This is an optimization exercise on Yosys and OpenROAD, whose aim is small area and a short achievable clock period, not a production implementation.

Design top_level, start of the top module:
module top_level(f1,f2,p,in_1,in_2,out,clk,clk2);
input [7:0]in_1, in_2;
input clk;
input clk2;
input [15:0]p;   
input [15:0]f1,f2;  
output [15:0]out;
wire       nz1_d, nz2_d;
wire [2:0] k1_d, k2_d;
wire [6:0] xf1_d, xf2_d;
convert cv1 (.int8(in_1), .nz(nz1_d), .k(k1_d), .xf(xf1_d));
convert cv2 (.int8(in_2), .nz(nz2_d), .k(k2_d), .xf(xf2_d));
reg        nz1, nz2, s1, s2;
reg  [2:0] k1, k2;
reg  [4:0] be1, be2;
reg  [6:0] xf1, xf2;
reg  [9:0] bm1, bm2;
always @(posedge clk) begin
  nz1 <= nz1_d;  nz2 <= nz2_d;
  k1  <= k1_d;   k2  <= k2_d;
  xf1 <= xf1_d;  xf2 <= xf2_d;
  s1  <= f1[15]; s2  <= f2[15];
  be1 <= f1[14:10]; be2 <= f2[14:10];
  bm1 <= f1[9:0]; bm2 <= f2[9:0];
end
wire [18:7] P1_d, P2_d;
mult mu1 (.xf(xf1), .bm(bm1), .P(P1_d));
mult mu2 (.xf(xf2), .bm(bm2), .P(P2_d));
reg [18:7] P1, P2;
reg [4:0]  e1, e2;
reg        z1, z2, t1, t2;
always @(posedge clk) begin
  P1 <= P1_d;  P2 <= P2_d;
  e1 <= be1 + {2'b00, k1};
  e2 <= be2 + {2'b00, k2};
  z1 <= nz1;   z2 <= nz2;
  t1 <= s1;    t2 <= s2;
end
wire [15:0] m1, m2;
mult_norm mn1 (.nz(z1), .s(t1), .e0(e1), .P(P1), .C(m1));
mult_norm mn2 (.nz(z2), .s(t2), .e0(e2), .P(P2), .C(m2));
wire        sge;
wire [13:0] sML_d, sMS_d;
wire [4:0]  sLe_d;
wire        sLs_d, sop_d, sbz_d;
compare_adder #(.W(15)) cp1 (.A(m1[14:0]), .B(m2[14:0]), .ge(sge));
shift_adder sa1 (.A(m1), .B(m2), .ge(sge), .ML(sML_d), .MS(sMS_d), .Le(sLe_d), .Ls(sLs_d), .op(sop_d), .bz(sbz_d));
reg [13:0] sML, sMS;
reg [4:0]  sLe;
reg        sLs, sop, sbz;
always @(posedge clk) begin
  sML <= sML_d;
  sMS <= sMS_d;
  sLe <= sLe_d;
  sLs <= sLs_d;
  sop <= sop_d;
  sbz <= sbz_d;
end
wire [14:0] sR;
wire [15:0] S_sum;
main_adder ma1 (.ML(sML), .MS(sMS), .op(sop), .R(sR));
normalize  no1 (.R(sR), .Le(sLe), .Ls(sLs), .bz(sbz), .Z(S_sum));
wire [15:0] Y;
mux mx (.in1(out), .in2(p), .sel(clk2), .out(Y));
wire ge_p, ge_o;
compare_adder #(.W(15)) cpp (.A(S_sum[14:0]), .B(p[14:0]),   .ge(ge_p));
compare_adder #(.W(15)) cpo (.A(S_sum[14:0]), .B(out[14:0]), .ge(ge_o));
reg [15:0] aA, aB;
reg        age;
always @(posedge clk) begin
  aA  <= S_sum;
  aB  <= Y;
  age <= clk2 ? ge_p : ge_o;
end
  ...
==> flow/config.mk <==
export PLATFORM = sky130hd
export DESIGN_NAME = top_level
export DESIGN_NICKNAME = top_level
export VERILOG_FILES = /design/flow/design.v
export SDC_FILE = /design/flow/constraint.sdc
export NUM_CORES = 4
export LEC_CHECK = 0
export ABC_AREA = 1
export CAP_MARGIN = 20
export CORE_MARGIN = 2
export CORE_UTILIZATION = 40
export SLEW_MARGIN = 20
==> flow/constraint.sdc <==
create_clock -name core_clock -period 13.5 [get_ports {clk}]
set_input_delay 2.7000 -clock core_clock [delete_from_list [all_inputs] [get_ports {clk}]]
set_output_delay 2.7000 -clock core_clock [all_outputs]
set_load 0.01 [all_outputs]
standard.sh (not shown) runs the stock make flow with config.mk's settings and CLKGATE_MAP_FILE= SYNTH_SCRIPT=/design/flow/synth_recipe.tcl, a recipe that flattens the netlist after the stock synthesis.
==> flow/flow/run.sh <==
#!/bin/bash
set -euo pipefail
bash standard.sh synth > synth.log 2>&1
bash standard.sh SETUP_SLACK_MARGIN=9 "BUFFER_PORTS_ARGS=-buffer_cell sky130_fd_sc_hd__buf_2" finish > layout.log 2>&1
The baseline ran to the end with no violations.
Edit:
==> flow/run.sh (new file) <==
#!/bin/bash
# synth_recipe.tcl (not shown) runs the flow's synth.tcl, then flattens the netlist and writes it again
# the make line also repeats each setting of config.mk as NAME=value (left out here)
make -C /OpenROAD-flow-scripts/flow DESIGN_CONFIG=/design/flow/config.mk WORK_HOME=/design/flow/orfs CLKGATE_MAP_FILE= SYNTH_SCRIPT=/design/flow/synth_recipe.tcl finish
removed: flow/flow/run.sh
removed: flow/standard.sh
After rerunning:
- The new run finished clean
- routed wire length shrinks by roughly a tenth
- hold slack hardly moves
- global-route usage shrinks by 0.72 points
- cell area shrinks by roughly a tenth
- synthesized area stays the same
- final cell count shrinks by a few percent
- critical path depth shrinks by 24
- worst setup slack is worse by 1.0 ns
Edit:
==> flow/flow/run.sh (new file) <==
#!/bin/bash
# Own layout flow: the standard synthesis, then the standard layout
# with port buffers as buf_2 cells and a larger repair_timing setup margin.
set -euo pipefail
bash standard.sh synth > synth.log 2>&1
bash standard.sh SETUP_SLACK_MARGIN=10 TNS_END_PERCENT=0 "BUFFER_PORTS_ARGS=-buffer_cell sky130_fd_sc_hd__buf_2" finish > layout.log 2>&1
==> flow/standard.sh (new file) <==
#!/bin/bash
# synth_recipe.tcl (not shown) runs the flow's synth.tcl, then flattens the netlist and writes it again
# the make line also repeats each setting of config.mk as NAME=value (left out here)
make -C /OpenROAD-flow-scripts/flow DESIGN_CONFIG=/design/flow/config.mk WORK_HOME=/design/flow/orfs CLKGATE_MAP_FILE= SYNTH_SCRIPT=/design/flow/synth_recipe.tcl "${@:-finish}"
removed: flow/run.sh
Effect:
- The changed run went through all stages and came out clean
- worst setup slack gets better by 1.1 ns
- utilization goes up by 1.7 points
Edit:
==> flow/flow/run.sh (replaced) <==
#!/bin/bash
set -euo pipefail
bash standard.sh synth > synth.log 2>&1
bash standard.sh SETUP_SLACK_MARGIN=8 TNS_END_PERCENT=0 "BUFFER_PORTS_ARGS=-buffer_cell sky130_fd_sc_hd__buf_2" finish > layout.log 2>&1
Synthesized area does not change.
Count of clock-buffer cells in the layout is unchanged.
Final area went down by a few percent.
Via count went down by a few percent.
Edit:
==> flow/flow/run.sh (replaced) <==
#!/bin/bash
set -euo pipefail
bash standard.sh synth > synth.log 2>&1
bash standard.sh SETUP_SLACK_MARGIN=9 TNS_END_PERCENT=0 "BUFFER_PORTS_ARGS=-buffer_cell sky130_fd_sc_hd__buf_2" finish > layout.log 2>&1
=> Routed wire length rises by 2.0%. Non-clock buffer count goes up by 38. Hold slack is worse by 0.0040 ns. Count of clock-buffer cells in the layout stays the same. Via count increases by 2.0%.
Edit:
==> flow/flow/run.sh (replaced) <==
#!/bin/bash
# Own layout flow: the standard synthesis, then the standard layout
# with port buffers as buf_2 cells and a larger repair_timing setup margin.
set -euo pipefail
bash standard.sh synth > synth.log 2>&1
bash standard.sh SETUP_SLACK_MARGIN=9 TNS_END_PERCENT=20 "BUFFER_PORTS_ARGS=-buffer_cell sky130_fd_sc_hd__buf_2" finish > layout.log 2>&1
The new run went through all stages and came out clean. Utilization grows by 1.4 points. Global-route usage grows by 0.30 points. Count of clock-buffer cells in the layout grows by 2. Worst setup slack loses 0.067 ns. Cell area grows by a few percent. Area after synthesis is unchanged.
No functional check of the RTL was part of any run of this note.

-- re-timing with driven ports --
How much do the figures lean on ideal ports? The routed layouts below were timed once more, with nothing changed but the port constraints. Step 1 (the two cells are an assumption about what drives the block):
set clk [get_ports {clk}]
set_driving_cell -lib_cell sky130_fd_sc_hd__clkbuf_16 $clk
set_driving_cell -lib_cell sky130_fd_sc_hd__buf_2 [delete_from_list [all_inputs] $clk]
Step 2 also shifts input and output timing later by t, the mid clock arrival at the registers, as if the neighbouring blocks saw the same clock. a / b / c = ideal ports / drivers / drivers and shift; a / b = the first two.
run | t (ns) | setup WS [ns] | slew at the worst register clock pin (ns) | worst slew at a driven data input, ns
the first run | 0.541 | 8.449 / 8.449 / 8.449 | 0.07 / 0.07 | 0.06
the second run | 0.536 | 7.446 / 7.388 / 7.774 | 0.08 / 0.08 | 0.05
the third run | 0.528 | 8.562 / 8.507 / 8.566 | 0.08 / 0.08 | 0.07
the fourth run | 0.535 | 8.213 / 8.153 / 8.431 | 0.08 / 0.08 | 0.06
the fifth run | 0.525 | 8.615 / 8.576 / 8.615 | 0.08 / 0.08 | 0.05
the sixth run | 0.540 | 8.548 / 8.491 / 8.712 | 0.08 / 0.08 | 0.05
After both steps every run listed still meets setup and hold.
